Context: an optimization exercise on an open-source flow, tuned for small area and few clock cycles. The choices shown serve that exercise and are no tape-out recipe. In this exercise RTL edits were held to simulation tests only and were not proved equivalent to the original. Power and IR drop assume default switching activity.

<file path="design.v">
`timescale 1ns/100ps
module util_axis_fifo #(
  parameter DATA_WIDTH = 64,
  parameter ASYNC_CLK = 0,
  parameter ADDRESS_WIDTH = 4,
  parameter M_AXIS_REGISTERED = 1
)(
  input                       m_axis_aclk,
  input                       m_axis_aresetn,
  input                       m_axis_ready,
  output                      m_axis_valid,
  output [DATA_WIDTH-1:0]     m_axis_data,
  output                      m_axis_empty,
  output [ADDRESS_WIDTH:0]    m_axis_level,
  input                       s_axis_aclk,
  input                       s_axis_aresetn,
  output                      s_axis_ready,
  input                       s_axis_valid,
  input [DATA_WIDTH-1:0]      s_axis_data,
  output                      s_axis_full,
  output [ADDRESS_WIDTH:0]    s_axis_room);
  localparam DEPTH = 1 << ADDRESS_WIDTH;
  reg [DATA_WIDTH-1:0]  mem [0:DEPTH-1];
  reg [ADDRESS_WIDTH:0] waddr;
  reg [ADDRESS_WIDTH:0] raddr;
  wire [ADDRESS_WIDTH:0] count;
  wire                  mem_full;
  wire                  mem_empty;
  wire                  wr;
  wire                  rd;
  assign count = waddr - raddr;
  assign mem_full = (count == DEPTH);
  assign mem_empty = (count == 0);
  assign s_axis_ready = ~mem_full;
  assign s_axis_full = mem_full;
  assign s_axis_room = DEPTH - count;
  assign wr = s_axis_valid & ~mem_full;
  always @(posedge s_axis_aclk)
    if (wr)
      mem[waddr[ADDRESS_WIDTH-1:0]] <= s_axis_data;
  generate
    if (M_AXIS_REGISTERED == 1) begin : g_reg
      reg                  out_valid;
      reg [DATA_WIDTH-1:0] out_data;
      assign rd = ~mem_empty & (~out_valid | m_axis_ready);
      always @(posedge m_axis_aclk) begin
        if (m_axis_aresetn == 1'b0) begin
          out_valid <= 1'b0;
        end else if (~out_valid | m_axis_ready) begin
          out_valid <= ~mem_empty;
        end
      end
      always @(posedge m_axis_aclk)
        if (rd)
          out_data <= mem[raddr[ADDRESS_WIDTH-1:0]];
      assign m_axis_valid = out_valid;
      assign m_axis_data = out_data;
      assign m_axis_empty = ~out_valid;
      assign m_axis_level = count + out_valid;
    end else begin : g_noreg
      assign rd = ~mem_empty & m_axis_ready;
      assign m_axis_valid = ~mem_empty;
      assign m_axis_data = mem[raddr[ADDRESS_WIDTH-1:0]];
      assign m_axis_empty = mem_empty;
      assign m_axis_level = count;
    end
  endgenerate
  always @(posedge s_axis_aclk) begin
    if (s_axis_aresetn == 1'b0) begin
      waddr <= 'd0;
      raddr <= 'd0;
    end else begin
      if (wr)
        waddr <= waddr + 1'b1;
      if (rd)
        raddr <= raddr + 1'b1;
    end
  end
endmodule
module rwt_sample_pack #(
  parameter UWIDTH = 56
)(
  input               clk,
  input               aresetn,
  output              s_axi_ready,
  input               s_axi_valid,
  input [3:0]         s_axi_enables,
  input [63:0]        s_axi_data,
  input [UWIDTH-1:0]  s_axi_user,
  input               s_axi_last,
  input               m_axi_ready,
  output              m_axi_valid,
  output [63:0]       m_axi_data,
  output [UWIDTH-1:0] m_axi_user,
  output              m_axi_last
);
  wire        en_a = |s_axi_enables[1:0];
  wire        en_b = |s_axi_enables[3:2];
  wire        both = en_a & en_b;
  wire [31:0] half = en_a ? s_axi_data[31:0] : s_axi_data[63:32];
  reg         out_valid;
  reg         hold_valid;
  reg [31:0]  out_hi;       
  reg [31:0]  out_lo;
  reg [UWIDTH-1:0] out_user;
  reg         out_last;     
  wire        free = ~out_valid | m_axi_ready;
  assign s_axi_ready = free;
  assign m_axi_valid = out_valid;
  assign m_axi_data  = {out_hi, out_lo};
  assign m_axi_user  = out_user;
  assign m_axi_last  = out_last;
  always @(posedge clk)
  begin
    if (aresetn == 1'b0) begin
      out_valid <= 1'b0;
      hold_valid <= 1'b0;
    end else if (free) begin
      out_valid <= s_axi_valid & (hold_valid | both);
      if (s_axi_valid)
        hold_valid <= ~hold_valid & ~both;
    end
  end
  always @(posedge clk)
  begin
    if (free) begin
      out_lo <= half;
      out_user <= s_axi_user;
      out_last <= s_axi_last | (hold_valid & out_last);
      if (~hold_valid)
        out_hi <= (en_a & ~en_b) ? s_axi_data[31:0] : s_axi_data[63:32];
    end
  end
endmodule
</file>
<file path="flow/run.sh">
#!/bin/bash
# The standard layout, with two changes: every port is buffered by the
# smallest buffer (sky130_fd_sc_hd__buf_1) instead of the one buffer_ports
# picks by default, and before the placement's repair_design, cells off the
# critical paths are downsized (repair_timing -recover_power, in
# flow/pre_resize.tcl); repair_design then fixes any slew or load the
# downsizing broke.
set -euo pipefail
bash standard.sh "BUFFER_PORTS_ARGS=-buffer_cell sky130_fd_sc_hd__buf_1" \
  "PRE_RESIZE_TCL=$(pwd)/flow/pre_resize.tcl" finish > make_finish.log 2>&1
</file>
<file path="flow/pre_resize.tcl">
# Downsize cells off the critical paths before repair_design.
set_dont_use $::env(DONT_USE_CELLS)
estimate_parasitics -placement
repair_timing -verbose -recover_power 100
</file>
<file path="standard.sh">
#!/bin/bash
# synth_recipe.tcl (not shown) runs the flow's synth.tcl, then flattens the netlist and writes it again
# the make line also repeats each setting of config.mk as NAME=value (left out here)
make -C /OpenROAD-flow-scripts/flow DESIGN_CONFIG=/design/flow/config.mk WORK_HOME=/design/flow/orfs CLKGATE_MAP_FILE= SYNTH_SCRIPT=/design/flow/synth_recipe.tcl "${@:-finish}"
</file>
<file path="config.mk">
export PLATFORM = sky130hd
export DESIGN_NAME = rwt_sample_pack
export DESIGN_NICKNAME = rwt_sample_pack
export VERILOG_FILES = /design/flow/design.v
export SDC_FILE = /design/flow/constraint.sdc
export NUM_CORES = 4
export LEC_CHECK = 0
export CAP_MARGIN = 20
export CORE_MARGIN = 2
export CORE_UTILIZATION = 35
export CTS_BUF_LIST = sky130_fd_sc_hd__clkbuf_4
export PLACE_DENSITY = 0.6
export SLEW_MARGIN = 20
</file>
<file path="constraint.sdc">
create_clock -name core_clock -period 4.0 [get_ports {clk}]
set_input_delay 0.8000 -clock core_clock [delete_from_list [all_inputs] [get_ports {clk}]]
set_output_delay 0.8000 -clock core_clock [all_outputs]
set_load 0.01 [all_outputs]
</file>
==> impl_metrics.yaml, run 1 <==
run_status:
  status: "timing/DRC/antenna clean"
routing:
  routedWlPerCell_um: 15.5
  ant_nets: 0
  drcViolationCount: 0
  drt_iter0_drc: 97
  first_pass_iters: 4
  avgViaCountPerCell: 4.41
  vias: 2922
  wirelength_um: 10300
place:
  gp_congestion: 0.677
  placed_cell_area_sq_um: 5720
  placedCellCount: 630
  dpl_worst_slack_ns: 1.46
  dp_hpwl_um: 7460
  portBuffers: 251
pwr:
  p_per_area_nw_per_um2: 463
  p_leak_nw: 2.06
  peakVddDrop_mv: 0.171
logic_synthesis:
  synth-seq-area-share_pct: 79.3
  yosys-top-cells-area: "edfxtp_1, mux2_4, mux2_2"
  yosysWarnings: 1
  ys_ff_latch: 123
  syn_inst: 206
  yosysTopAreaCell: "edfxtp_1"
  yosysTopAreaCellShare_pct: 78.4
  syn_nets: 335
  syn_avg_cell_area_sq_um: 22.5
  synth_area_sq_um: 4630
  yosysUniqueCellTypes: 17
clocking:
  numCtsBuffers: 17
  htreeDepth: 4
  cts-resized-gates: 0
  clockBufferDepth: 2
  clock_latency_ns: 0.51
  cts_tree: "built"
  path_clk_slew_ns: 0.11
  cts_sinks: 123
  cts_setup_buffers: 0
  postCtsHoldBufs: 0
  cts-root-buf: "clkbuf_4"
timing:
  setup_tns_ns: 0
  setup_ws_ns: 1.65
  finClkSkew_ns: 0.0118
  slew-limit-headroom_pct: 47.6
  rsz0062_at_grt: "false"
  hold_ws_ns: 0.441
  tightest_slew_ns: 0.786
  maxSlewViolCount: 0
  finalCritPeriodShare_pct: 58.7
  fmax_mhz: 426
  hold_viol: 0
  setup-violations-final: 0
  period_needed_ns: 2.35
floorplan:
  die_w_um: 119
  num_rows: 42
  die_h_um: 119
  core_sq_um: 13100
  start_util_pct: 35.4
  dieArea_sq_um: 14200
  num_io_pins: 252
layout:
  final_cell_count_no_fill: 662
  n_antenna_cell: 0
  multi_input_area_sq_um: 818
  area_delta_synth_final_pct: 30.0
  drive_gt1_share_pct: 15.0
  register_area_sq_um: 3670
  fill_cells: 1244
  design_area_sq_um: 6020
  nets: 602
setup_path:
  setup.worst_path.end_class: "output port"
  critical_path_class: "input port to output port"
  cp_top_family: "simple AND/OR/NAND/NOR gates"
  crit_slowest_cell: "nand2b_4"
  crit_chain: "buf_1 -> nand2b_4 -> buf_1"
  cp_max_fo: 41
  worstPathArrival_ns: 1.55
  cp.required_ns: 3.20
  crit_path_start_kind: "input port"
  cp_num_buf_inv: 2
  critPathMaxStageDelay_ns: 0.46
  critPathMostFrequentCell: "buf_1"
global_routing:
  grt_usage_pct: 14.6
  overflow: 0
  grt_pass1_wl_um: 15200
  grt_max_degree: 55
  antenna_found_initial: 0
  first_global_vias: 2929
  grt_busiest_layer: "met2"
  grt_use_met1_pct: 16.1
  grt_use_met2_pct: 24.0
  gr-usage-met3_pct: 7.47
min_path:
  hold_path.class: "input port to flip-flop"
job:
  drv_cap: 0
[final timing paths]
| path | from | to | slack (ns) | cells past startpoint |
|---|---|---|---|---|
| setup / recovery | m_axi_ready | s_axi_ready | 1.65 | 3 |
| hold / removal | s_axi_user[12] | out_user[12] | 0.44 | 1 |
| setup reg to reg | out_valid | out_user[52] | 2.05 | 2 |
| hold reg to reg | out_last | out_last | 0.58 | 1 |
[cell usage after synthesis (all sizes together)]
| library cell | n |
|---|---|
| a21boi | 1 |
| a21o | 1 |
| a21oi | 1 |
| a41o | 1 |
| buf | 7 |
| dfxtp | 2 |
| edfxtp | 121 |
| mux2 | 64 |
| nand2 | 1 |
| nand2b | 1 |
| nor2 | 2 |
| nor2b | 1 |
| o21ai | 1 |
| o22a | 1 |
| or3 | 1 |
[cells by family (layout without fill, tap and decap cells)]
| kind of cell | count (synthesis) | count (layout) | share of synthesized area (%) |
|---|---|---|---|
| compound gates | 6 | 6 | 0.945 |
| buf+inv | 7 | 287 | 1.16 |
| flops | 123 | 123 | 79.3 |
| mux | 64 | 64 | 18.0 |
| simple gates | 6 | 6 | 0.648 |
[area by class of cell]
class                      instances  share of cell area, %
clock buffer                      17                   2.12
clock inverter                    15                   2.89
multi-input combinational         76                   13.6
sequential                       123                   61.0
tap                              176                   3.66
timing repair buffer             255                   16.8
[power breakdown]
part | leakage (nW) | internal (mW) | switching [mW]
registers | 1.27 | 1.55 | 0.0315
logic | 0.633 | 0.122 | 0.185
clock network | 0.152 | 0.432 | 0.475
total | 2.06 | 2.10 | 0.691
[layer usage]
metal	wire length [um]	vias up
met3	1100	11
li1	-	1367
met5	0	-
met4	125	0
met2	5110	159
met1	3930	1385
[worst reg2reg max path: stages (launching register included)]
cell      delay, ns
dfxtp_1        0.36
nand2b_4       0.42
clkbuf_4       0.79
[stage by stage]
stage | total power [mW] | util (%)
final | 2.79 | 46.0
after CTS | 2.84 | 46.0
after global routing | 2.93 | 46.0
after detailed placement | 1.92 | 43.7
after floorplan | 1.78 | -
after global placement | 1.93 | 44.2
[sequential cells by signal, summed over array words and instances (netlist names)]
signal	flops
hold_valid	1
out_hi	32
out_last	1
out_lo	32
out_user	56
out_valid	1
[layout by cell type (no fill, tap or decap)]
cell	n
a21boi_0	1
a21o_1	1
a21oi_1	1
a41o_1	1
buf_1	250
buf_16	2
bufinv_16	3
clkbuf_1	1
clkbuf_2	1
clkbuf_4	18
clkinv_1	1
clkinv_2	3
clkinv_4	2
clkinvlp_4	4
dfxtp_1	2
edfxtp_1	121
inv_6	2
mux2_1	30
mux2_2	34
nand2_1	1
nand2b_4	1
nor2_1	1
nor2_4	1
nor2b_4	1
o21ai_0	1
o22a_1	1
or3_2	1
Testbench counts, summed over its fixed seeds: cycles 26,703.
==> run 2: changes to the inputs <==
--- a/config.mk
+++ b/config.mk
@@ -9,5 +9,5 @@
 export CORE_MARGIN = 2
-export CORE_UTILIZATION = 35
+export CORE_UTILIZATION = 50
 export CTS_BUF_LIST = sky130_fd_sc_hd__clkbuf_4
-export PLACE_DENSITY = 0.6
+export PLACE_DENSITY = 0.8
 export SLEW_MARGIN = 20
==> run 2 against run 1 <==
Effect of this change:
- still clean on timing, DRC and antenna
- non-clock buffer count rose by 1
- count of clock-buffer cells in the layout stayed put
- synthesized cell count is the same
- die area down 29%
- routed wire length up 1.1%
- hold slack better by 0.023 ns
- sequential share of layout area is 0.43 points higher
- setup slack got worse by 0.12 ns
- final cell count fell by 9.8%
- clock skew fell by 0.0022 ns
- via count grew 1.2%
- critical path type unchanged
- largest cell class unchanged
==> impl_metrics.yaml, run 2 <==
min_path:
  min_from: "s_axi_user[50]"
  hold_path.class: "input port to flip-flop"
  whs_endpoint: "out_user[50]"
  holdPathStages: 1
layout:
  largest_register_ffs: 56
  final_cell_mix: "buf_1, edfxtp_1, mux2_2"
  nets: 603
  final_cell_count_no_fill: 597
  drive_gt1_share_pct: 15.2
  n_antenna_cell: 0
  multi_input_area_sq_um: 818
  utilization_pct: 65.7
  top_regs: "out_user x56, out_hi x32, out_lo x32"
  register_area_sq_um: 3670
  design_area_sq_um: 5980
  largest-register: "out_user"
  final_common_cell: "buf_1"
  area_delta_synth_final_pct: 29.0
  fill_cells: 666
logic_synthesis:
  synthTopCellsByCount: "edfxtp_1, mux2_2, mux2_4"
  yosysMostFrequentCell: "edfxtp_1"
  synth-seq-area-share_pct: 79.3
  async_reset_ff_share_pct: 0
  syn_nets: 335
  synth_area_sq_um: 4630
  synth_top_family_by_area: "multiplexers"
  yosysWarnings: 1
  synth-simple-area-share_pct: 0.648
  synth_fa_ha_area_share_pct: 0
  synth_edf_count: 121
  syn_avg_cell_area_sq_um: 22.5
  ys_ff_latch: 123
  synth_compound_area_share_pct: 0.945
  synthFlopType: "edfxtp_1"
  yosysTopAreaCellShare_pct: 78.4
  yosys.area_share.xor_xnor_pct: 0
  yosys-top-cells-area: "edfxtp_1, mux2_4, mux2_2"
  muxShareOfSynthArea_pct: 18.0
  syn_inst: 206
  yosysUniqueCellTypes: 17
  yosysTopAreaCell: "edfxtp_1"
timing:
  maxSlewViolCount: 0
  fmax_mhz: 405
  finClkSkew_ns: 0.00962
  setup_ws_ns: 1.53
  tightest_slew_ns: 0.747
  period_needed_ns: 2.47
  slew-limit-headroom_pct: 50.2
  setup-violations-final: 0
  setup_tns_ns: 0
  rsz0062_at_grt: "false"
  hold_ws_ns: 0.464
  hold_viol: 0
  finalCritPeriodShare_pct: 61.7
pwr:
  p_leak_nw: 2.09
  p_seq_share_pct: 55.4
  fin_total_pwr_mw: 2.85
  combPwrFrac_pct: 10.8
  peakVddDrop_mv: 0.193
  p_per_area_nw_per_um2: 476
  p_int_mw: 2.17
  swShare_pct: 23.9
  switching_power_mw: 0.681
  pwr-share-clk_pct: 33.8
clocking:
  cts_tree: "built"
  clockBufferDepth: 2
  clock_latency_ns: 0.49
  cts-resized-gates: 0
  postCtsHoldBufs: 0
  cts_setup_buffers: 0
  htreeDepth: 4
  cts-root-buf: "clkbuf_4"
  path_clk_slew_ns: 0.12
  numCtsBuffers: 17
  cts_sinks: 123
setup_path:
  cp_max_fo: 46
  worstPathArrival_ns: 1.67
  r2r_start: "out_valid"
  cp.required_ns: 3.20
  reg2reg_slack_ns: 2.02
  reg2reg_to: "out_user[53]"
  ff2ff_path_depth: 3
  critical_path_class: "input port to output port"
  crit_path_start_kind: "input port"
  setup.worst_path.end_class: "output port"
floorplan:
  num_rows: 35
  core_sq_um: 9110
  start_util_pct: 50.9
  dieArea_sq_um: 10100
  num_io_pins: 252
  die_h_um: 100
  die_w_um: 100
global_routing:
  grt_max_degree: 47
  grt_usage_pct: 20.7
  first_global_vias: 2966
  antenna_found_initial: 0
  overflow: 0
  grt_pass1_wl_um: 15100
job:
  drv_cap: 0
place:
  dpl_worst_slack_ns: 1.45
  placed_cell_area_sq_um: 5660
  dp_hpwl_um: 7700
  placedCellCount: 566
  gp_congestion: 0.847
  portBuffers: 251
routing:
  wirelength_um: 10400
  routedWlPerCell_um: 17.4
  vias: 2956
  ant_nets: 0
  drt_iter0_drc: 65
  avgViaCountPerCell: 4.95
  first_pass_iters: 5
  drcViolationCount: 0
run_status:
  status: "timing/DRC/antenna clean"
## run 2: cell count changes in the layout (fill, tap and decap cells not counted)
| cell | before | now |
|---|---|---|
| buf_1 | 250 | 251 |
| buf_12 | 0 | 1 |
| bufinv_16 | 3 | 4 |
| clkbuf_1 | 1 | 0 |
| clkbuf_2 | 1 | 2 |
| clkbuf_4 | 18 | 17 |
| clkinv_1 | 1 | 0 |
| clkinv_4 | 2 | 3 |
| clkinvlp_4 | 4 | 1 |
| inv_6 | 2 | 3 |
## run 2: worst max-delay path by stage
stage,startpoint,end,slack [ns],cells after the start
after floorplan,m_axi_ready,out_hi[0],0.45,2
after global placement,m_axi_ready,out_hi[19],1.33,3
after detailed placement,m_axi_ready,out_lo[9],1.45,4
after CTS,m_axi_ready,s_axi_ready,1.53,3
after global routing,out_valid,s_axi_ready,1.48,2
final,m_axi_ready,s_axi_ready,1.53,3
## run 2: power by group through the flow
stage / logic (mW) / registers (mW) / clock network (mW)
4_1_cts: 0.313 / 1.58 / 0.984
5_1_grt: 0.338 / 1.59 / 1.03
3_5_place_dp: 0.310 / 1.61 / 0
2_1_floorplan: 0.108 / 1.67 / 0
6_report: 0.308 / 1.58 / 0.962
3_3_place_gp: 0.314 / 1.61 / 0
## run 2: critical path, stage by stage
cell and delay (ns):
buf_1 0.07, nand2b_4 0.51, buf_1 0.25
## run 2: cell families after synthesis
| group | Yosys count |
|---|---|
| DFF | 123 |
| muxes | 64 |
| buffers and inverters | 7 |
| AOI/OAI and AO/OA | 6 |
| and+or+nand+nor | 6 |
## run 2: final cells by class
type | instances | share of cell area (%)
Multi-Input combinational cell | 76 | 13.7
Clock buffer | 17 | 2.13
Timing Repair Buffer | 256 | 17.2
Sequential cell | 123 | 61.4
Clock inverter | 14 | 3.26
Tap cell | 111 | 2.32
## run 2: routing by layer
metal | GRT usage [%] | wire length (um) | up-vias
li1 | - | - | 1365
met1 | 21.3 | 3540 | 1405
met2 | 36.4 | 5600 | 157
met3 | 7.45 | 794 | 29
met4 | 11.2 | 447 | 0
met5 | 0 | 0 | -
==> run 3: changes to the inputs <==
--- a/design.v
+++ b/design.v
@@ -99,3 +99,2 @@
   wire        both = en_a & en_b;
-  wire [31:0] half = en_a ? s_axi_data[31:0] : s_axi_data[63:32];
   reg         out_valid;
@@ -112,2 +111,9 @@
   assign m_axi_last  = out_last;
+  wire        lo_keep = ~free;
+  wire        lo_a    = free & en_a;           
+  wire        lo_b    = free & ~en_a;          
+  wire        hi_load = free & ~hold_valid;
+  wire        hi_keep = ~hi_load;
+  wire        hi_a    = hi_load & en_a & ~en_b;
+  wire        hi_b    = hi_load & ~(en_a & ~en_b);
   always @(posedge clk)
@@ -125,8 +131,11 @@
   begin
+    out_lo <= ({32{lo_keep}} & out_lo) |
+              ({32{lo_a}} & s_axi_data[31:0]) |
+              ({32{lo_b}} & s_axi_data[63:32]);
+    out_hi <= ({32{hi_keep}} & out_hi) |
+              ({32{hi_a}} & s_axi_data[31:0]) |
+              ({32{hi_b}} & s_axi_data[63:32]);
     if (free) begin
-      out_lo <= half;
       out_user <= s_axi_user;
       out_last <= s_axi_last | (hold_valid & out_last);
-      if (~hold_valid)
-        out_hi <= (en_a & ~en_b) ? s_axi_data[31:0] : s_axi_data[63:32];
     end
--- a/config.mk
+++ b/config.mk
@@ -7,7 +7,8 @@
 export LEC_CHECK = 0
+export ABC_AREA = 1
 export CAP_MARGIN = 20
 export CORE_MARGIN = 2
-export CORE_UTILIZATION = 50
+export CORE_UTILIZATION = 35
 export CTS_BUF_LIST = sky130_fd_sc_hd__clkbuf_4
-export PLACE_DENSITY = 0.8
+export PLACE_DENSITY = 0.6
 export SLEW_MARGIN = 20
==> run 3 against run 2 <==
Effect of this change:
- count of clock-buffer cells in the layout up 5
- global-route usage down 2.8 points
- maximum frequency up 8.4%
- total power up 0.94%
- sequential share of layout area down 8.7 points
- sequential power down 4%
- hold slack worse by 0.017 ns
- first-iteration DRC count rose to 3.6 times the previous value
- synthesized area down 5.9%
- flip-flop and latch count unchanged
- routed wire length up 19%
- synthesized cell count up 110%
- largest cell class unchanged
- largest power group unchanged
==> impl_metrics.yaml, run 3 <==
setup_path:
  cp_top_family: "buffers and inverters"
  reg2reg_slack_ns: 1.80
  cp_max_fo: 31
  crit_slowest_cell: "nand2_4"
  cp.required_ns: 3.20
  critical_path_class: "input port to output port"
  cp_num_buf_inv: 3
  critPathMaxStageDelay_ns: 0.32
  critPathMostFrequentCell: "buf_1"
  setup.worst_path.end_class: "output port"
  worstPathArrival_ns: 1.48
  crit_path_start_kind: "input port"
  crit_chain: "buf_1 -> inv_1 -> nand2_4 -> buf_1"
clocking:
  path_clk_slew_ns: 0.10
  postCtsHoldBufs: 0
  numCtsBuffers: 17
  cts_sinks: 123
  clockBufferDepth: 2
  cts-root-buf: "clkbuf_4"
  cts-resized-gates: 0
  clock_latency_ns: 0.51
  htreeDepth: 4
  cts_tree: "built"
  cts_setup_buffers: 0
routing:
  avgViaCountPerCell: 4.56
  wirelength_um: 12300
  drt_iter0_drc: 235
  ant_nets: 0
  vias: 3943
  drcViolationCount: 0
  routedWlPerCell_um: 14.2
  first_pass_iters: 4
pwr:
  swShare_pct: 26.6
  fin_total_pwr_mw: 2.88
  p_leak_nw: 2.29
  switching_power_mw: 0.764
  p_seq_share_pct: 52.7
  pwr-share-clk_pct: 33.4
  p_int_mw: 2.11
  combPwrFrac_pct: 13.9
  p_per_area_nw_per_um2: 500
  peakVddDrop_mv: 0.184
logic_synthesis:
  yosysWarnings: 1
  yosysTopAreaCellShare_pct: 39.2
  yosys-top-cells-area: "edfxtp_1, dfxtp_1, nand2_1"
  ys_ff_latch: 123
  synth-seq-area-share_pct: 69.5
  yosysMostFrequentCell: "nand2_1"
  syn_inst: 427
  synth_edf_count: 57
  synthFlopType: "dfxtp_1"
  syn_nets: 556
  synthTopCellsByCount: "nand2_1, dfxtp_1, nand3_1"
  yosysTopAreaCell: "edfxtp_1"
  async_reset_ff_share_pct: 0
  syn_avg_cell_area_sq_um: 10.2
  synth_area_sq_um: 4360
  yosysUniqueCellTypes: 16
place:
  placedCellCount: 830
  dp_hpwl_um: 8820
  portBuffers: 251
  gp_congestion: 0.776
layout:
  utilization_pct: 47.5
  top_regs: "out_user x56, out_hi x32, out_lo x32"
  drive_gt1_share_pct: 6.20
  largest_register_ffs: 56
  largest-register: "out_user"
  area_delta_synth_final_pct: 31.8
  final_common_cell: "buf_1"
  fill_cells: 1192
  final_cell_count_no_fill: 864
  nets: 810
  final_cell_mix: "buf_1, nand2_1, dfxtp_1"
timing:
  period_needed_ns: 2.28
  hold_ws_ns: 0.447
  slew-limit-headroom_pct: 39.9
  hold_viol: 0
  fmax_mhz: 439
  rsz0062_at_grt: "false"
  maxSlewViolCount: 0
  finClkSkew_ns: 0.00853
  tightest_slew_ns: 0.899
  setup_tns_ns: 0
  setup-violations-final: 0
  finalCritPeriodShare_pct: 56.9
floorplan:
  num_rows: 40
  die_w_um: 116
  dieArea_sq_um: 13400
  start_util_pct: 36.0
  die_h_um: 116
  core_sq_um: 12100
  num_io_pins: 252
global_routing:
  grt_max_degree: 35
  grt_usage_pct: 17.9
  grt_pass1_wl_um: 18000
  gr-usage-met3_pct: 6.12
  first_global_vias: 3607
  overflow: 0
  grt_use_met1_pct: 20.8
  grt_busiest_layer: "met2"
  grt_use_met2_pct: 29.9
  antenna_found_initial: 1
job:
  drv_cap: 0
run_status:
  status: "timing/DRC/antenna clean"
min_path:
  hold_path.class: "input port to flip-flop"
run 3: cells by family after synthesis:
group	Yosys count	synth area share (%)
buffers and inverters	26	3.36
flip-flops	123	69.5
AO/OA/AOI/OAI	3	0.402
AND/OR/NAND/NOR	275	26.7
run 3: area by class of cell:
type / count / area (sq um) / share of cell area (%)
clock inverter: 10 / 150 / 2.61
inverter: 8 / 30.0 / 0.522
timing repair buffer: 253 / 975 / 16.9
tap: 168 / 210 / 3.66
multi-input combinational: 278 / 1180 / 20.6
clock buffer: 22 / 165 / 2.87
sequential: 123 / 3030 / 52.7
antenna: 2 / 5.00 / 0.0870
run 3: path summary, 6_finish.rpt:
kind                                startpoint      endpoint  depth (start not counted)
worst max register to register       out_valid    out_hi[24]                          5
worst max-delay path               m_axi_ready   s_axi_ready                          4
worst min register to register      out_hi[21]    out_hi[21]                          2
worst min-delay path            s_axi_user[27]  out_user[27]                          1
run 3: stage by stage:
stage / worst slack, ns / cell area, sq um
after floorplan: 1.91 / 4360
after global placement: 1.20 / 5410
after detailed placement: 1.16 / 5430
after CTS: 1.72 / 5750
after global routing: 1.59 / 5750
final: 1.72 / 5750
run 3: power by group through the flow:
stage	Clock [mW]	Sequential, mW	Combinational [mW]
after floorplan	0	1.60	0.150
after global placement	0	1.54	0.396
after detailed placement	0	1.54	0.406
after CTS	0.994	1.51	0.407
after global routing	1.04	1.53	0.449
final	0.961	1.51	0.400
run 3: metal layers:
layer | share of wire (%) | routed length (um)
met1 | 40 | 4900
met3 | 8.9 | 1100
met4 | 1.6 | 198
met2 | 50 | 6110
met5 | 0 | 0
Testbench counts of run 3, summed over its fixed seeds: cycles 26,703.
==> run 4: changes to the inputs <==
--- a/design.v
+++ b/design.v
@@ -99,2 +99,3 @@
   wire        both = en_a & en_b;
+  wire [31:0] half = en_a ? s_axi_data[31:0] : s_axi_data[63:32];
   reg         out_valid;
@@ -111,9 +112,2 @@
   assign m_axi_last  = out_last;
-  wire        lo_keep = ~free;
-  wire        lo_a    = free & en_a;           
-  wire        lo_b    = free & ~en_a;          
-  wire        hi_load = free & ~hold_valid;
-  wire        hi_keep = ~hi_load;
-  wire        hi_a    = hi_load & en_a & ~en_b;
-  wire        hi_b    = hi_load & ~(en_a & ~en_b);
   always @(posedge clk)
@@ -131,11 +125,8 @@
   begin
-    out_lo <= ({32{lo_keep}} & out_lo) |
-              ({32{lo_a}} & s_axi_data[31:0]) |
-              ({32{lo_b}} & s_axi_data[63:32]);
-    out_hi <= ({32{hi_keep}} & out_hi) |
-              ({32{hi_a}} & s_axi_data[31:0]) |
-              ({32{hi_b}} & s_axi_data[63:32]);
     if (free) begin
+      out_lo <= half;
       out_user <= s_axi_user;
       out_last <= s_axi_last | (hold_valid & out_last);
+      if (~hold_valid)
+        out_hi <= (en_a & ~en_b) ? s_axi_data[31:0] : s_axi_data[63:32];
     end
==> flow/run.sh (replaced) <==
#!/bin/bash
# The standard layout, with these changes: every port is buffered by the
# smallest buffer (sky130_fd_sc_hd__buf_1) instead of the one buffer_ports
# picks by default; before the placement's repair_design and again after
# global routing, cells off the critical paths are downsized
# (repair_timing -recover_power; flow/pre_resize.tcl and RECOVER_POWER), and
# after global routing repair_design fixes any slew or load the downsizing
# broke (flow/post_grt.tcl).
set -euo pipefail
bash standard.sh "BUFFER_PORTS_ARGS=-buffer_cell sky130_fd_sc_hd__buf_1" \
  "PRE_RESIZE_TCL=$(pwd)/flow/pre_resize.tcl" RECOVER_POWER=100 \
  "POST_GLOBAL_ROUTE_TCL=$(pwd)/flow/post_grt.tcl" finish > make_finish.log 2>&1
==> flow/post_grt.tcl (new file) <==
# Fix any slew or load the power recovery broke, then legalise and reroute.
global_route -start_incremental
repair_design -verbose -slew_margin $::env(SLEW_MARGIN) -cap_margin $::env(CAP_MARGIN)
detailed_placement
global_route -end_incremental
estimate_parasitics -global_routing
--- a/config.mk
+++ b/config.mk
@@ -7,3 +7,2 @@
 export LEC_CHECK = 0
-export ABC_AREA = 1
 export CAP_MARGIN = 20
==> run 4 against run 3 <==
Effect of this change:
- still clean on timing, DRC and antenna
- count of clock-buffer cells in the layout decreased by 5
- first-iteration DRC count decreased by 60%
- global-route usage decreased by 3.3 points
- total power decreased by 3.0%
- highest routed layer unchanged
==> impl_metrics.yaml, run 4 <==
layout:
  final_common_cell: "buf_1"
  final_cell_count_no_fill: 664
  multi_input_area_sq_um: 813
  final_cell_mix: "buf_1, edfxtp_1, mux2_2"
  largest-register: "out_user"
  drive_gt1_share_pct: 14.8
  fill_cells: 1242
  area_delta_synth_final_pct: 30.2
  top_regs: "out_user x56, out_hi x32, out_lo x32"
  largest_register_ffs: 56
  register_area_sq_um: 3670
  nets: 604
  n_antenna_cell: 0
floorplan:
  start_util_pct: 35.4
  core_sq_um: 13100
  num_rows: 42
  die_w_um: 119
  num_io_pins: 252
  die_h_um: 119
  dieArea_sq_um: 14200
clocking:
  cts-resized-gates: 0
  cts-root-buf: "clkbuf_4"
  cts_tree: "built"
  path_clk_slew_ns: 0.11
  cts_sinks: 123
  clockBufferDepth: 2
  cts_setup_buffers: 0
  numCtsBuffers: 17
  htreeDepth: 4
  clock_latency_ns: 0.50
  postCtsHoldBufs: 0
global_routing:
  first_global_vias: 2929
  grt_pass1_wl_um: 15200
  overflow: 0
  grt_max_degree: 55
  antenna_found_initial: 0
  grt_usage_pct: 14.6
routing:
  avgViaCountPerCell: 4.38
  ant_nets: 0
  routedWlPerCell_um: 15.4
  wirelength_um: 10200
  first_pass_iters: 4
  drt_iter0_drc: 95
  vias: 2907
  drcViolationCount: 0
logic_synthesis:
  ys_ff_latch: 123
  synth_area_sq_um: 4630
  syn_inst: 206
  yosysWarnings: 1
  yosysTopAreaCell: "edfxtp_1"
  syn_avg_cell_area_sq_um: 22.5
  synthTopCellsByCount: "edfxtp_1, mux2_2, mux2_4"
  synthFlopType: "edfxtp_1"
  synth_edf_count: 121
  yosysMostFrequentCell: "edfxtp_1"
  yosysUniqueCellTypes: 17
  yosysTopAreaCellShare_pct: 78.4
  async_reset_ff_share_pct: 0
  synth-seq-area-share_pct: 79.3
  syn_nets: 335
  yosys-top-cells-area: "edfxtp_1, mux2_4, mux2_2"
timing:
  tightest_slew_ns: 1.14
  setup-violations-final: 0
  period_needed_ns: 2.74
  finalCritPeriodShare_pct: 68.4
  setup_tns_ns: 0
  maxSlewViolCount: 0
  finClkSkew_ns: 0.0116
  hold_viol: 0
  fmax_mhz: 366
  slew-limit-headroom_pct: 24.1
pwr:
  combPwrFrac_pct: 11.1
  p_leak_nw: 2.06
  p_per_area_nw_per_um2: 462
  pwr-share-clk_pct: 32.4
  p_seq_share_pct: 56.5
  switching_power_mw: 0.686
  swShare_pct: 24.6
  peakVddDrop_mv: 0.171
  p_int_mw: 2.10
run_status:
  status: "timing/DRC/antenna clean"
place:
  placedCellCount: 630
  gp_congestion: 0.677
  dp_hpwl_um: 7460
  portBuffers: 251
job:
  drv_cap: 0
setup_path:
  worstPathArrival_ns: 2.98
  setup.worst_path.end_class: "flip-flop"
  cp.required_ns: 4.25
  critical_path_class: "input port to flip-flop"
  cp_max_fo: 19
  crit_path_start_kind: "input port"
min_path:
  hold_path.class: "input port to flip-flop"
[run 4: logic make-up after synthesis]
logic type	count (synthesis)	share of synthesized area [%]
AO/OA/AOI/OAI	6	0.945
buffers and inverters	7	1.16
flip-flops	123	79.3
AND/OR/NAND/NOR	6	0.648
multiplexers	64	18.0
[run 4: worst max-delay path, stage by stage]
cell and delay, ns:
buf_1 0.11, nor2_4 0.11, clkbuf_1 0.63, clkbuf_1 0.90
mux2_1 0.41
[run 4: worst paths after layout]
check	start	end	slack (ns)	cells after the start
min reg2reg	out_last	out_last	0.58	1
max reg2reg	out_valid	out_user[52]	2.16	2
max	s_axi_enables[1]	out_lo[17]	1.26	5
min	s_axi_user[12]	out_user[12]	0.45	1
[run 4: stage by stage]
stage	worst slack (ns)	total power, mW	hold slack [ns]	util, %	area [sq um]
3_5_place_dp	1.46	1.92	0.549	43.7	5720
2_1_floorplan	0.446	1.78	0.579	-	4640
3_3_place_gp	1.36	1.93	0.548	44.2	5780
4_1_cts	1.56	2.84	0.368	46.0	6020
6_report	1.26	2.79	0.454	46.1	6040
[run 4: metal layers]
layer / global-route usage, % / vias to the layer above / share of wire, %
met5: 0 / - / 0
met4: 5.73 / 0 / 0.67
met3: 7.47 / 6 / 11
met2: 24.0 / 154 / 51
met1: 16.1 / 1383 / 38
li1: - / 1364 / -
[run 4: area by class of cell]
cell class | instances | area share, %
timing repair buffer | 257 | 17.0
multi-input combinational | 76 | 13.5
tap | 176 | 3.65
clock inverter | 15 | 2.88
sequential | 123 | 60.9
clock buffer | 17 | 2.11
[run 4: power groups by stage]
stage               sequential [mW]  combinational [mW]  clock (mW)
floorplan                      1.67               0.108           0
global placement               1.61               0.323           0
detailed placement             1.61               0.313           0
CTS                            1.58               0.314       0.947
finish                         1.58               0.310       0.902
Testbench counts of run 4, summed over its fixed seeds: cycles 26,703.
==> run 5: changes to the inputs <==
--- a/design.v
+++ b/design.v
@@ -102,10 +102,11 @@
   reg         hold_valid;
-  reg [31:0]  out_hi;       
-  reg [31:0]  out_lo;
+  reg [31:0]  hold_data;
+  reg         hold_last;
+  reg [63:0]  out_data;
   reg [UWIDTH-1:0] out_user;
-  reg         out_last;     
+  reg         out_last;
   wire        free = ~out_valid | m_axi_ready;
-  assign s_axi_ready = free;
+  assign s_axi_ready = free | (~hold_valid & ~both);
   assign m_axi_valid = out_valid;
-  assign m_axi_data  = {out_hi, out_lo};
+  assign m_axi_data  = out_data;
   assign m_axi_user  = out_user;
@@ -117,5 +118,6 @@
       hold_valid <= 1'b0;
-    end else if (free) begin
-      out_valid <= s_axi_valid & (hold_valid | both);
-      if (s_axi_valid)
+    end else begin
+      if (free)
+        out_valid <= s_axi_valid & (hold_valid | both);
+      if (s_axi_valid & s_axi_ready)
         hold_valid <= ~hold_valid & ~both;
@@ -126,7 +128,9 @@
     if (free) begin
-      out_lo <= half;
+      out_data <= {hold_valid ? hold_data : s_axi_data[63:32], half};
       out_user <= s_axi_user;
-      out_last <= s_axi_last | (hold_valid & out_last);
-      if (~hold_valid)
-        out_hi <= (en_a & ~en_b) ? s_axi_data[31:0] : s_axi_data[63:32];
+      out_last <= s_axi_last | (hold_valid & hold_last);
+    end
+    if (~hold_valid) begin
+      hold_data <= half;
+      hold_last <= s_axi_last;
     end
==> run.sh (new file) <==
#!/bin/bash
# synth_recipe.tcl (not shown) runs the flow's synth.tcl, then flattens the netlist and writes it again
# the make line also repeats each setting of config.mk as NAME=value (left out here)
make -C /OpenROAD-flow-scripts/flow DESIGN_CONFIG=/design/flow/config.mk WORK_HOME=/design/flow/orfs CLKGATE_MAP_FILE= SYNTH_SCRIPT=/design/flow/synth_recipe.tcl finish
--- a/config.mk
+++ b/config.mk
@@ -9,4 +9,3 @@
 export CORE_MARGIN = 2
-export CORE_UTILIZATION = 35
-export CTS_BUF_LIST = sky130_fd_sc_hd__clkbuf_4
+export CORE_UTILIZATION = 40
 export PLACE_DENSITY = 0.6
removed: flow/run.sh
removed: flow/post_grt.tcl
removed: flow/pre_resize.tcl
removed: standard.sh
==> run 5 against run 4 <==
Effect of this change:
- count of clock-buffer cells in the layout unchanged
- first-iteration DRC count up 120%
- die area up 5.0%
- highest routed layer unchanged
- via count up 14%
- largest cell class unchanged
==> impl_metrics.yaml, run 5 <==
run_status:
  status: "timing/DRC/antenna clean"
timing:
  rsz0062_at_grt: "false"
  finalCritPeriodShare_pct: 78.1
  hold_viol: 0
  finClkSkew_ns: 0.00476
  period_needed_ns: 3.12
  slew-limit-headroom_pct: 63.2
  fmax_mhz: 320
  tightest_slew_ns: 0.552
  setup_tns_ns: 0
  setup-violations-final: 0
  maxSlewViolCount: 0
setup_path:
  crit_path_start_kind: "input port"
  cp_max_fo: 3
  critical_path_class: "input port to output port"
  cp.required_ns: 3.20
  setup.worst_path.end_class: "output port"
  worstPathArrival_ns: 2.32
global_routing:
  overflow: 0
  grt_max_degree: 76
  first_global_vias: 3284
  antenna_found_initial: 0
  grt_usage_pct: 19.1
  grt_pass1_wl_um: 20300
clocking:
  cts-resized-gates: 0
  postCtsHoldBufs: 0
  cts-root-buf: "clkbuf_16"
  numCtsBuffers: 17
  cts_sinks: 156
  cts_setup_buffers: 0
  clockBufferDepth: 2
  clock_latency_ns: 0.41
  htreeDepth: 4
  cts_tree: "built"
  path_clk_slew_ns: 0.06
layout:
  nets: 638
  final_cell_mix: "clkdlybuf4s50_1, edfxtp_1, mux2_2"
  utilization_pct: 64.5
  largest_register_ffs: 64
  top_regs: "out_data x64, out_user x56, hold_data x32"
  drive_gt1_share_pct: 19.9
  register_area_sq_um: 4670
  fill_cells: 1045
  largest-register: "out_data"
  design_area_sq_um: 8850
  final_common_cell: "clkdlybuf4s50_1"
  area_delta_synth_final_pct: 58.9
  multi_input_area_sq_um: 827
  n_antenna_cell: 0
logic_synthesis:
  synth_top_family_by_area: "multiplexers"
  muxShareOfSynthArea_pct: 13.6
  synthFlopType: "edfxtp_1"
  yosysMostFrequentCell: "edfxtp_1"
  synthTopCellsByCount: "edfxtp_1, mux2_2, mux2_4"
  syn_avg_cell_area_sq_um: 23.2
  syn_inst: 240
  async_reset_ff_share_pct: 0
  synth-seq-area-share_pct: 83.7
  synth_area_sq_um: 5570
  synth_fa_ha_area_share_pct: 0
  yosysWarnings: 1
  yosysTopAreaCell: "edfxtp_1"
  synth_edf_count: 154
  synth-simple-area-share_pct: 0.517
  ys_ff_latch: 156
  yosysTopAreaCellShare_pct: 83.0
  yosys-top-cells-area: "edfxtp_1, mux2_2, mux2_4"
  synth_compound_area_share_pct: 0.719
  yosysUniqueCellTypes: 16
  yosys.area_share.xor_xnor_pct: 0
  syn_nets: 369
floorplan:
  num_rows: 43
  core_sq_um: 13700
  start_util_pct: 40.6
  dieArea_sq_um: 14900
  die_w_um: 122
  num_io_pins: 252
  die_h_um: 122
min_path:
  hold_path.class: "flip-flop to flip-flop"
place:
  portBuffers: 251
  gp_congestion: 0.841
  placed_cell_area_sq_um: 8300
  dp_hpwl_um: 10200
routing:
  wirelength_um: 14000
  routedWlPerCell_um: 20.0
  drcViolationCount: 0
  first_pass_iters: 4
  vias: 3313
  avgViaCountPerCell: 4.72
  drt_iter0_drc: 208
  ant_nets: 0
pwr:
  peakVddDrop_mv: 0.276
  p_leak_nw: 3.23
  p_per_area_nw_per_um2: 457
job:
  drv_cap: 0
==> run 5: worst paths after layout <==
| kind | startpoint | end | slack [ns] | depth (start not counted) |
|---|---|---|---|---|
| max | s_axi_enables[1] | s_axi_ready | 0.88 | 5 |
| min | hold_last | out_last | 0.54 | 1 |
| max reg2reg | out_valid | out_user[50] | 2.52 | 3 |
| min reg2reg | hold_last | out_last | 0.54 | 1 |
==> run 5: cell families (layout without fill, tap and decap cells) <==
kind of cell           Yosys count  after routing
muxes                           64             64
AOI/OAI and AO/OA                6              6
and+or+nand+nor                  5              5
buffers and inverters            9            291
DFF                            156            156
==> run 5: cell type report <==
| class | count | share of cell area (%) |
|---|---|---|
| clock buffers | 17 | 4.80 |
| clock inverters | 15 | 1.48 |
| well taps | 180 | 2.54 |
| repair buffers | 257 | 29.0 |
| multi-input cells | 75 | 9.34 |
| flip-flops and latches | 156 | 52.7 |
| inverters | 2 | 0.113 |
==> run 5: metal layers <==
metal | up-vias | track usage, % | routed length, um
li1 | 1499 | - | -
met1 | 1634 | 24.7 | 5860
met2 | 167 | 29.0 | 6630
met3 | 13 | 8.24 | 1380
met4 | 0 | 6.54 | 169
met5 | - | 0 | 0
==> run 5: report_power, final <==
part | switching, mW | internal, mW | total (mW)
Sequential | 0.0374 | 1.96 | 2.00
Combinational | 0.200 | 0.340 | 0.540
Clock | 0.605 | 0.903 | 1.51
Total | 0.843 | 3.21 | 4.05
==> run 5: critical path: stages <==
cell	delay, ns
clkdlybuf4s50_1	0.46
o22ai_1	0.34
nand2_1	0.10
nand2_1	0.08
clkdlybuf4s50_1	0.54
==> run 5: through the flow <==
step / setup WS [ns] / std cells / hold WS, ns / total power, mW
finish: 0.876 / 702 / 0.536 / 4.05
floorplan: 0.145 / 240 / 0.498 / 2.21
CTS: 0.842 / 702 / 0.543 / 4.09
global placement: 0.868 / 670 / 0.507 / 2.57
detailed placement: 0.848 / 670 / 0.531 / 2.58
global route: 0.790 / 702 / 0.555 / 4.20
Testbench counts of run 5, summed over its fixed seeds: cycles 25,399.
==> run 6: changes to the inputs <==
--- a/design.v
+++ b/design.v
@@ -99,16 +99,21 @@
   wire        both = en_a & en_b;
-  wire [31:0] half = en_a ? s_axi_data[31:0] : s_axi_data[63:32];
   reg         out_valid;
   reg         hold_valid;
-  reg [31:0]  hold_data;
-  reg         hold_last;
-  reg [63:0]  out_data;
+  reg [31:0]  out_hi;       
+  reg [31:0]  out_lo;
   reg [UWIDTH-1:0] out_user;
-  reg         out_last;
+  reg         out_last;     
   wire        free = ~out_valid | m_axi_ready;
-  assign s_axi_ready = free | (~hold_valid & ~both);
+  assign s_axi_ready = free;
   assign m_axi_valid = out_valid;
-  assign m_axi_data  = out_data;
+  assign m_axi_data  = {out_hi, out_lo};
   assign m_axi_user  = out_user;
   assign m_axi_last  = out_last;
+  wire        lo_keep = ~free;
+  wire        lo_a    = free & en_a;           
+  wire        lo_b    = free & ~en_a;          
+  wire        hi_load = free & ~hold_valid;
+  wire        hi_keep = ~hi_load;
+  wire        hi_a    = hi_load & en_a & ~en_b;
+  wire        hi_b    = hi_load & ~(en_a & ~en_b);
   always @(posedge clk)
@@ -118,6 +123,5 @@
       hold_valid <= 1'b0;
-    end else begin
-      if (free)
-        out_valid <= s_axi_valid & (hold_valid | both);
-      if (s_axi_valid & s_axi_ready)
+    end else if (free) begin
+      out_valid <= s_axi_valid & (hold_valid | both);
+      if (s_axi_valid)
         hold_valid <= ~hold_valid & ~both;
@@ -127,10 +131,11 @@
   begin
+    out_lo <= ({32{lo_keep}} & out_lo) |
+              ({32{lo_a}} & s_axi_data[31:0]) |
+              ({32{lo_b}} & s_axi_data[63:32]);
+    out_hi <= ({32{hi_keep}} & out_hi) |
+              ({32{hi_a}} & s_axi_data[31:0]) |
+              ({32{hi_b}} & s_axi_data[63:32]);
     if (free) begin
-      out_data <= {hold_valid ? hold_data : s_axi_data[63:32], half};
       out_user <= s_axi_user;
-      out_last <= s_axi_last | (hold_valid & hold_last);
-    end
-    if (~hold_valid) begin
-      hold_data <= half;
-      hold_last <= s_axi_last;
+      out_last <= s_axi_last | (hold_valid & out_last);
     end
==> flow/run.sh (new file) <==
#!/bin/bash
# The standard layout, with these changes:
# - synthesis is the standard one (synth_recipe.tcl, run by flow/synth.tcl)
#   except that ABC maps the combinational logic with flow/abc.script, an
#   area-oriented mapping (amap); the flip-flops are mapped before ABC runs,
#   so they are the standard synthesis's;
# - every port is buffered by the smallest buffer (sky130_fd_sc_hd__buf_1)
#   instead of the one buffer_ports picks by default;
# - the floorplan does not resize cells for timing estimated with wire-load
#   models (REMOVE_ABC_BUFFERS=1; ABC inserted no buffers to remove);
# - before the placement's repair_design, cells off the critical paths are
#   downsized (repair_timing -recover_power, flow/pre_resize.tcl).
set -euo pipefail
here=$(pwd)
bash standard.sh "SYNTH_SCRIPT=$here/flow/synth.tcl" \
  "FLOW_SYNTH_TCL=$here/synth_recipe.tcl" "MY_ABC_SCRIPT=$here/flow/abc.script" \
  "BUFFER_PORTS_ARGS=-buffer_cell sky130_fd_sc_hd__buf_1" \
  "PRE_RESIZE_TCL=$here/flow/pre_resize.tcl" REMOVE_ABC_BUFFERS=1 finish > make_finish.log 2>&1
==> flow/abc.script (new file) <==
strash
dch -f
amap
topo
==> flow/pre_resize.tcl (new file) <==
# Downsize cells off the critical paths before repair_design.
set_dont_use $::env(DONT_USE_CELLS)
estimate_parasitics -placement
repair_timing -verbose -recover_power 100
==> flow/synth.tcl (new file) <==
# The standard synthesis (synth_recipe.tcl), with ABC's script replaced.
proc abc {args} {
  set i [lsearch -exact $args -script]
  if { $i >= 0 } {
    lset args [expr {$i + 1}] $::env(MY_ABC_SCRIPT)
  }
  puts "abc with script $::env(MY_ABC_SCRIPT)"
  yosys abc {*}$args
}
source $::env(FLOW_SYNTH_TCL)
==> standard.sh (new file) <==
#!/bin/bash
# synth_recipe.tcl (not shown) runs the flow's synth.tcl, then flattens the netlist and writes it again
# the make line also repeats each setting of config.mk as NAME=value (left out here)
make -C /OpenROAD-flow-scripts/flow DESIGN_CONFIG=/design/flow/config.mk WORK_HOME=/design/flow/orfs CLKGATE_MAP_FILE= SYNTH_SCRIPT=/design/flow/synth_recipe.tcl "${@:-finish}"
--- a/config.mk
+++ b/config.mk
@@ -9,3 +9,4 @@
 export CORE_MARGIN = 2
-export CORE_UTILIZATION = 40
+export CORE_UTILIZATION = 35
+export CTS_BUF_LIST = sky130_fd_sc_hd__clkbuf_4
 export PLACE_DENSITY = 0.6
removed: run.sh
==> run 6 against run 5 <==
Effect of this change:
- die area down 17%
- via count grew 6.1%
- clock skew up 0.0073 ns
- sequential share of layout area up 2.5 points
- synthesized area down 28%
- combinational power is 24% lower
- maximum frequency increased by 4.8%
- critical endpoint is now out_hi[9]
==> impl_metrics.yaml, run 6 <==
floorplan:
  core_sq_um: 11300
  die_h_um: 111
  dieArea_sq_um: 12300
  die_w_um: 111
  num_rows: 39
  start_util_pct: 35.5
  num_io_pins: 252
pwr:
  switching_power_mw: 0.772
  p_leak_nw: 1.91
  p_seq_share_pct: 52.8
  swShare_pct: 26.9
  p_int_mw: 2.10
  p_per_area_nw_per_um2: 523
  combPwrFrac_pct: 14.3
  peakVddDrop_mv: 0.255
  pwr-share-clk_pct: 32.9
timing:
  maxSlewViolCount: 0
  slew-limit-headroom_pct: 44.7
  tightest_slew_ns: 0.828
  fmax_mhz: 335
  finClkSkew_ns: 0.0121
  setup_ws_ns: 1.02
  rsz0062_at_grt: "false"
  finalCritPeriodShare_pct: 74.5
  setup-violations-final: 0
  hold_ws_ns: 0.433
  period_needed_ns: 2.98
  hold_viol: 0
layout:
  final_common_cell: "buf_1"
  n_antenna_cell: 0
  drive_gt1_share_pct: 6.98
  top_regs: "out_user x56, out_hi x32, out_lo x32"
  area_delta_synth_final_pct: 37.3
  final_cell_mix: "buf_1, clkinv_1, dfxtp_1"
  nets: 675
  largest_register_ffs: 56
  largest-register: "out_user"
clocking:
  numCtsBuffers: 17
  cts-root-buf: "clkbuf_4"
  cts_setup_buffers: 0
  path_clk_slew_ns: 0.11
  cts-resized-gates: 0
  clockBufferDepth: 2
  cts_sinks: 123
  htreeDepth: 4
  clock_latency_ns: 0.53
  cts_tree: "built"
  postCtsHoldBufs: 0
logic_synthesis:
  synthFlopType: "dfxtp_1"
  async_reset_ff_share_pct: 0
  synth_edf_count: 57
  yosysWarnings: 1
  yosysTopAreaCellShare_pct: 42.8
  yosys-top-cells-area: "edfxtp_1, dfxtp_1, a222oi_1"
  yosysUniqueCellTypes: 11
  yosysMostFrequentCell: "clkinv_1"
  syn_inst: 271
  syn_avg_cell_area_sq_um: 14.8
  yosysTopAreaCell: "edfxtp_1"
  synth_area_sq_um: 4000
  synth-seq-area-share_pct: 75.8
  synthTopCellsByCount: "clkinv_1, dfxtp_1, a222oi_1"
  ys_ff_latch: 123
routing:
  wirelength_um: 11600
  first_pass_iters: 8
  drt_iter0_drc: 496
  avgViaCountPerCell: 5.01
  drcViolationCount: 0
  ant_nets: 0
  routedWlPerCell_um: 16.6
  vias: 3516
setup_path:
  critPathMaxStageDelay_ns: 0.65
  cp_max_fo: 34
  setup.worst_path.end_class: "flip-flop"
  crit_path_start_kind: "flip-flop"
  worstPathArrival_ns: 3.39
  cp.required_ns: 4.41
  critical_path_class: "flip-flop to flip-flop"
  crit_chain: "nor2b_1 -> inv_1 -> nand2_1 -> clkbuf_2 -> a21oi_2 -> buf_4 -> a222oi_1 -> clkinv_1"
  crit_slowest_cell: "clkbuf_2"
global_routing:
  grt_max_degree: 59
  first_global_vias: 3465
  grt_pass1_wl_um: 18000
  grt_usage_pct: 19.1
  overflow: 0
  antenna_found_initial: 0
place:
  gp_congestion: 0.826
  dp_hpwl_um: 8110
  portBuffers: 251
  dpl_worst_slack_ns: 0.442
job:
  drv_cap: 0
min_path:
  hold_path.class: "input port to flip-flop"
run_status:
  status: "timing/DRC/antenna clean"
==> run 6: final timing paths <==
path                        from            to  slack (ns)  cells after the start
setup / recovery       out_valid     out_hi[9]        1.02                      8
hold / removal    s_axi_user[51]  out_user[51]        0.43                      1
setup reg to reg       out_valid     out_hi[9]        1.02                      8
hold reg to reg        out_hi[5]     out_hi[5]        0.47                      2
==> run 6: worst max-delay path, delay by kind of cell, from the launching register on <==
family / cells / cell delay [ns]
AOI/OAI and AO/OA: 2 / 0.49
buffers and inverters: 4 / 1.33
DFF: 1 / 0.35
and+or+nand+nor: 2 / 0.70
==> run 6: layout make-up <==
type | instances | area (sq um)
inverters | 68 | 255
well taps | 143 | 179
flip-flops and latches | 123 | 3030
repair buffers | 256 | 977
fillers | 1064 | 5780
clock buffers | 18 | 135
clock inverters | 14 | 178
multi-input cells | 80 | 739
==> run 6: through the flow <==
| stage | instances | TNS (ns) | util (%) | instance area, sq um | power (mW) |
|---|---|---|---|---|---|
| after CTS | 702 | 0 | 48.8 | 5500 | 2.91 |
| after floorplan | 271 | -104.61 | - | 4000 | 1.75 |
| after detailed placement | 670 | 0 | 46.0 | 5180 | 1.96 |
| after global routing | 702 | 0 | 48.8 | 5500 | 3.02 |
| final | 702 | 0 | 48.8 | 5500 | 2.87 |
| after global placement | 670 | 0 | 45.9 | 5180 | 1.95 |
==> run 6: routing by layer <==
metal,routed length (um),share of wire [%],GRT usage (%),vias up
met5,0,0,0,-
met4,239,2.1,8.67,0
met3,1300,11,7.71,21
met2,5460,47,31.3,233
met1,4640,40,22.0,1625
li1,-,-,-,1637
==> run 6: power by group through the flow <==
stage | Clock (mW) | Combinational, mW | Sequential, mW
after floorplan | 0 | 0.147 | 1.60
after global placement | 0 | 0.408 | 1.54
after CTS | 0.978 | 0.416 | 1.52
after global routing | 1.03 | 0.455 | 1.53
after detailed placement | 0 | 0.414 | 1.54
final | 0.944 | 0.411 | 1.52
==> run 6: kinds of logic (layout without fill, tap and decap cells) <==
kind of cell | Yosys count | after routing | synth area share [%]
compound gates | 67 | 67 | 16.5
buf+inv | 68 | 356 | 6.38
flops | 123 | 123 | 75.8
simple gates | 13 | 13 | 1.34
Testbench counts of run 6, summed over its fixed seeds: cycles 26,703.
==> run 7: changes to the inputs <==
--- a/flow/run.sh
+++ b/flow/run.sh
@@ -8,4 +8,2 @@
 #   instead of the one buffer_ports picks by default;
-# - the floorplan does not resize cells for timing estimated with wire-load
-#   models (REMOVE_ABC_BUFFERS=1; ABC inserted no buffers to remove);
 # - before the placement's repair_design, cells off the critical paths are
@@ -17,2 +15,2 @@
   "BUFFER_PORTS_ARGS=-buffer_cell sky130_fd_sc_hd__buf_1" \
-  "PRE_RESIZE_TCL=$here/flow/pre_resize.tcl" REMOVE_ABC_BUFFERS=1 finish > make_finish.log 2>&1
+  "PRE_RESIZE_TCL=$here/flow/pre_resize.tcl" finish > make_finish.log 2>&1
==> run 7 against run 6 <==
Effect of this change:
- first-iteration DRC count fell by 23%
- hold slack improved by 0.040 ns
- final area barely moved
- via count rose by 0.88%
- combinational power rose by 1%
- clock power fell by 4.2%
- still clean on timing, DRC and antenna
- die area did not move
- utilization barely moved
- total power fell by 1.2%
- setup slack improved by 0.19 ns
- maximum frequency rose by 6.9%
==> impl_metrics.yaml, run 7 <==
logic_synthesis:
  synthTopCellsByCount: "clkinv_1, dfxtp_1, a222oi_1"
  synth_area_sq_um: 4000
  synth-seq-area-share_pct: 75.8
  async_reset_ff_share_pct: 0
  yosysUniqueCellTypes: 11
  yosys-top-cells-area: "edfxtp_1, dfxtp_1, a222oi_1"
  yosysTopAreaCell: "edfxtp_1"
  synth_edf_count: 57
  ys_ff_latch: 123
  synthFlopType: "dfxtp_1"
  syn_inst: 271
  yosysMostFrequentCell: "clkinv_1"
  yosysTopAreaCellShare_pct: 42.8
  syn_nets: 400
  syn_avg_cell_area_sq_um: 14.8
  yosysWarnings: 1
routing:
  met2RoutedLength_um: 5650
  top_layer_used: "met4"
  wl_met1_um: 4550
  first_pass_iters: 8
  vias: 3547
  ant_nets: 0
  avgViaCountPerCell: 5.04
  routedWlPerCell_um: 16.5
  drcViolationCount: 0
  wirelength_um: 11600
  drt_iter0_drc: 383
  wl_met3_um: 1340
place:
  portBuffers: 251
  dp_hpwl_um: 8040
  gp_congestion: 0.769
global_routing:
  overflow: 0
  grt_pass1_wl_um: 18200
  antenna_found_initial: 1
  grt_usage_pct: 18.9
  grt_max_degree: 60
  first_global_vias: 3443
setup_path:
  ff2ff_path_depth: 7
  critPathMaxStageDelay_ns: 0.47
  cp_max_fo: 59
  crit_path_start_kind: "input port"
  crit_slowest_cell: "clkbuf_4"
  cp.required_ns: 3.20
  cp-startpoint: "m_axi_ready"
  critPathMostFrequentCell: "buf_1"
  setup.worst_path.end_class: "output port"
  reg2reg_to: "out_hi[23]"
  r2r_start: "out_valid"
  critical_path_class: "input port to output port"
  endpoint: "s_axi_ready"
  worstPathArrival_ns: 1.99
  reg2reg_slack_ns: 1.52
  crit_chain: "buf_1 -> nor2b_1 -> clkinvlp_4 -> clkbuf_4 -> buf_1"
timing:
  slew-limit-headroom_pct: 46.6
  finClkSkew_ns: 0.0123
  tightest_slew_ns: 0.798
  setup_tns_ns: 0
  hold_viol: 0
  finalCritPeriodShare_pct: 69.7
  rsz0062_at_grt: "false"
  period_needed_ns: 2.79
  setup-violations-final: 0
  maxSlewViolCount: 0
  fmax_mhz: 359
pwr:
  peakVddDrop_mv: 0.239
  p_leak_nw: 1.91
  p_per_area_nw_per_um2: 516
floorplan:
  dieArea_sq_um: 12300
  start_util_pct: 35.5
  die_w_um: 111
  num_rows: 39
  num_io_pins: 252
  die_h_um: 111
  core_sq_um: 11300
min_path:
  hold_path.class: "input port to flip-flop"
layout:
  final_cell_mix: "buf_1, clkinv_1, dfxtp_1"
  top_regs: "out_user x56, out_hi x32, out_lo x32"
  drive_gt1_share_pct: 7.50
  nets: 676
  largest_register_ffs: 56
  area_delta_synth_final_pct: 37.4
  largest-register: "out_user"
  utilization_pct: 48.8
  final_common_cell: "buf_1"
clocking:
  numCtsBuffers: 17
  cts_setup_buffers: 0
  path_clk_slew_ns: 0.12
  cts-resized-gates: 0
  postCtsHoldBufs: 0
  clock_latency_ns: 0.49
  cts-root-buf: "clkbuf_4"
  htreeDepth: 4
  clockBufferDepth: 2
  cts_sinks: 123
  cts_tree: "built"
run_status:
  status: "timing/DRC/antenna clean"
job:
  drv_cap: 0
-- run 7: cell count changes in the layout (fill, tap and decap cells not counted), sizes merged --
cell	delta
clkinv	+2
buf	+1
bufinv	-1
clkbuf	-1
diode	+1
-- run 7: how the worst min path moves through the flow --
stage / startpoint / endpoint / slack, ns / cells after the start
CTS: s_axi_user[35] / out_user[35] / 0.42 / 1
global route: s_axi_user[55] / out_user[55] / 0.40 / 1
finish: s_axi_user[35] / out_user[35] / 0.47 / 1
global placement: out_lo[27] / out_lo[27] / 0.44 / 2
detailed placement: out_lo[22] / out_lo[22] / 0.45 / 2
floorplan: hold_valid / hold_valid / 0.46 / 2
-- run 7: area by class of cell --
class                   count  area (sq um)
multi-input cells          80           737
diodes                      1          2.50
fillers                  1054          5770
clock buffers              17           128
repair buffers            257           985
well taps                 143           179
clock inverters            15           175
inverters                  68           259
flip-flops and latches    123          3030
-- run 7: cells by family after synthesis --
kind of cell	synth area share, %
flops	75.8
buf+inv	6.38
compound gates	16.5
simple gates	1.34
-- run 7: worst max-delay path: cells and delay by family --
| kind | cells | cell delay (ns) |
|---|---|---|
| and+or+nand+nor | 1 | 0.22 |
| buffers and inverters | 4 | 0.94 |
-- run 7: power breakdown --
part | internal [mW] | switching [mW]
Clock | 0.433 | 0.471
Sequential | 1.45 | 0.0640
Combinational | 0.155 | 0.261
-- run 7: layer usage --
metal	global-route usage (%)	up-vias
met5	0	-
met2	32.4	243
met3	7.16	5
met4	6.08	0
li1	-	1640
met1	22.0	1659
-- run 7: stage by stage --
| stage | worst slack, ns | hold slack, ns | area (sq um) | power, mW | std cells |
|---|---|---|---|---|---|
| 5_1_grt | 1.00 | 0.402 | 5500 | 2.98 | 704 |
| 4_1_cts | 1.15 | 0.418 | 5500 | 2.88 | 703 |
| 3_5_place_dp | 1.01 | 0.447 | 5190 | 1.96 | 671 |
| 2_1_floorplan | 0.139 | 0.463 | 4020 | 1.75 | 271 |
| 3_3_place_gp | 1.35 | 0.442 | 5210 | 1.96 | 671 |
| 6_report | 1.21 | 0.473 | 5500 | 2.84 | 704 |
==> run 8: changes to the inputs <==
--- a/flow/run.sh
+++ b/flow/run.sh
@@ -8,2 +8,6 @@
 #   instead of the one buffer_ports picks by default;
+# - the floorplan does not resize cells for timing estimated with wire-load
+#   models (REMOVE_ABC_BUFFERS=1; ABC inserted no buffers to remove);
+# - clock tree synthesis adds no dummy loads to balance the leaf buffers
+#   (CTS_ARGS: the standard arguments plus -dont_use_dummy_load);
 # - before the placement's repair_design, cells off the critical paths are
@@ -15,2 +19,4 @@
   "BUFFER_PORTS_ARGS=-buffer_cell sky130_fd_sc_hd__buf_1" \
-  "PRE_RESIZE_TCL=$here/flow/pre_resize.tcl" finish > make_finish.log 2>&1
+  "PRE_RESIZE_TCL=$here/flow/pre_resize.tcl" REMOVE_ABC_BUFFERS=1 \
+  "CTS_ARGS=-sink_clustering_enable -repair_clock_nets -dont_use_dummy_load -buf_list sky130_fd_sc_hd__clkbuf_4 -sink_clustering_size 10 -sink_clustering_max_diameter 40 -sink_clustering_levels 0" \
+  finish > make_finish.log 2>&1
==> run 8 against run 7 <==
Effect of this change:
- synthesized area stayed put
- utilization is 1.7 points lower
- total power is 12% lower
- non-clock buffer count is 1 lower
- critical path type is now input port to flip-flop
==> impl_metrics.yaml, run 8 <==
routing:
  avgViaCountPerCell: 5.08
  routedWlPerCell_um: 16.7
  ant_nets: 0
  first_pass_iters: 8
  vias: 3491
  drt_iter0_drc: 546
  wl_met1_um: 4520
  met2RoutedLength_um: 5460
  top_layer_used: "met4"
  wirelength_um: 11400
  drcViolationCount: 0
  wl_met3_um: 1290
run_status:
  status: "timing/DRC/antenna clean"
logic_synthesis:
  yosysWarnings: 1
  syn_inst: 271
  yosysTopAreaCellShare_pct: 42.8
  yosysUniqueCellTypes: 11
  synthFlopType: "dfxtp_1"
  ys_ff_latch: 123
  yosys-top-cells-area: "edfxtp_1, dfxtp_1, a222oi_1"
  yosysTopAreaCell: "edfxtp_1"
  synthTopCellsByCount: "clkinv_1, dfxtp_1, a222oi_1"
  synth_edf_count: 57
  synth_area_sq_um: 4000
  async_reset_ff_share_pct: 0
  yosysMostFrequentCell: "clkinv_1"
  syn_avg_cell_area_sq_um: 14.8
  synth-seq-area-share_pct: 75.8
setup_path:
  critical_path_class: "input port to flip-flop"
  crit_path_start_kind: "input port"
  critPathMaxStageDelay_ns: 0.64
  crit_slowest_cell: "clkbuf_2"
  cp_top_family: "buffers and inverters"
  cp_num_buf_inv: 5
  worstPathArrival_ns: 3.37
  cp_max_fo: 34
  cp.required_ns: 4.38
  setup.worst_path.end_class: "flip-flop"
  crit_chain: "buf_1 -> nor2b_1 -> inv_1 -> nand2_1 -> clkbuf_2 -> a21oi_2 -> buf_4 -> a222oi_1 -> clkinv_1"
global_routing:
  first_global_vias: 3439
  grt_pass1_wl_um: 17600
  grt_usage_pct: 18.7
  antenna_found_initial: 0
  overflow: 0
  grt_max_degree: 59
clocking:
  numCtsBuffers: 17
  cts-root-buf: "clkbuf_4"
  clock_latency_ns: 0.52
  path_clk_slew_ns: 0.11
  cts-resized-gates: 0
  cts_setup_buffers: 0
  cts_tree: "built"
  postCtsHoldBufs: 0
  clockBufferDepth: 2
  htreeDepth: 4
  cts_sinks: 123
layout:
  design_area_sq_um: 5310
  final_cell_count_no_fill: 687
  utilization_pct: 47.1
  drive_gt1_share_pct: 4.78
  n_antenna_cell: 0
  largest-register: "out_user"
  final_common_cell: "buf_1"
  area_delta_synth_final_pct: 32.7
  final_cell_mix: "buf_1, clkinv_1, dfxtp_1"
  top_regs: "out_user x56, out_hi x32, out_lo x32"
  largest_register_ffs: 56
  nets: 675
floorplan:
  start_util_pct: 35.5
  dieArea_sq_um: 12300
  die_w_um: 111
  num_rows: 39
  die_h_um: 111
  core_sq_um: 11300
  num_io_pins: 252
timing:
  finalCritPeriodShare_pct: 74.8
  fmax_mhz: 334
  setup-violations-final: 0
  hold_viol: 0
  maxSlewViolCount: 0
  setup_tns_ns: 0
  tightest_slew_ns: 0.816
  slew-limit-headroom_pct: 45.6
  rsz0062_at_grt: "false"
  setup_ws_ns: 1.01
  period_needed_ns: 2.99
  hold_ws_ns: 0.444
  finClkSkew_ns: 0.0238
pwr:
  p_per_area_nw_per_um2: 468
  swShare_pct: 27.6
  pwr-share-clk_pct: 22.5
  fin_total_pwr_mw: 2.49
  switching_power_mw: 0.685
  peakVddDrop_mv: 0.207
  combPwrFrac_pct: 16.5
  p_seq_share_pct: 61.0
  p_leak_nw: 1.83
  p_int_mw: 1.80
job:
  drv_cap: 0
place:
  dp_hpwl_um: 8110
  portBuffers: 251
  gp_congestion: 0.826
  placed_cell_area_sq_um: 5180
  dpl_worst_slack_ns: 0.442
  placedCellCount: 670
min_path:
  hold_path.class: "input port to flip-flop"
==> run 8: cell count changes in the layout (fill, tap and decap cells not counted), moves of 2 or more <==
| cell | change |
|---|---|
| clkinv_4 | -4 |
| bufinv_16 | -3 |
| clkinvlp_4 | -4 |
| nor2_2 | -2 |
| nor2_4 | +2 |
| clkinv_2 | -3 |
==> run 8: layer usage <==
metal	GRT usage, %	vias to the layer above
met5	0	-
met4	8.67	0
met3	7.76	14
met2	30.5	257
met1	21.5	1602
li1	-	1618
==> run 8: kinds of logic after synthesis <==
logic type             share of synthesized area, %
and+or+nand+nor                                1.34
AOI/OAI and AO/OA                              16.5
DFF                                            75.8
buffers and inverters                          6.38
==> run 8: final timing paths <==
kind	from	end	slack (ns)	cells past startpoint
max	m_axi_ready	out_hi[9]	1.01	9
min	s_axi_user[51]	out_user[51]	0.44	1
max reg2reg	out_valid	out_hi[9]	1.01	8
min reg2reg	out_hi[5]	out_hi[5]	0.46	2
==> run 8: area by class of cell <==
type	count	area, sq um
clock buffer	17	128
inverter	68	255
tap	143	179
multi-input combinational	80	739
sequential	123	3030
fill	1081	5960
timing repair buffer	256	977
==> run 8: power by group through the flow <==
stage                     logic (mW)  clock network, mW  registers, mW
after global placement         0.408                  0           1.54
after global routing           0.455              0.639           1.53
after detailed placement       0.414                  0           1.54
after CTS                      0.415              0.591           1.52
final                          0.410              0.559           1.52
after floorplan                0.147                  0           1.60
==> run 8: worst register-to-register path, delay by kind of cell, from the launching register on <==
kind,cells,cell delay [ns]
AOI/OAI and AO/OA,2,0.51
and+or+nand+nor,2,0.72
buffers and inverters,4,1.32
DFF,1,0.34

Setup slack of run 8, layout unchanged: 1.008 ns with ideal ports, 1.010 ns with driving cells assumed (clock clkbuf_16, inputs buf_2), 0.488 ns with port delays also shifted by the 0.531 ns mid clock arrival.
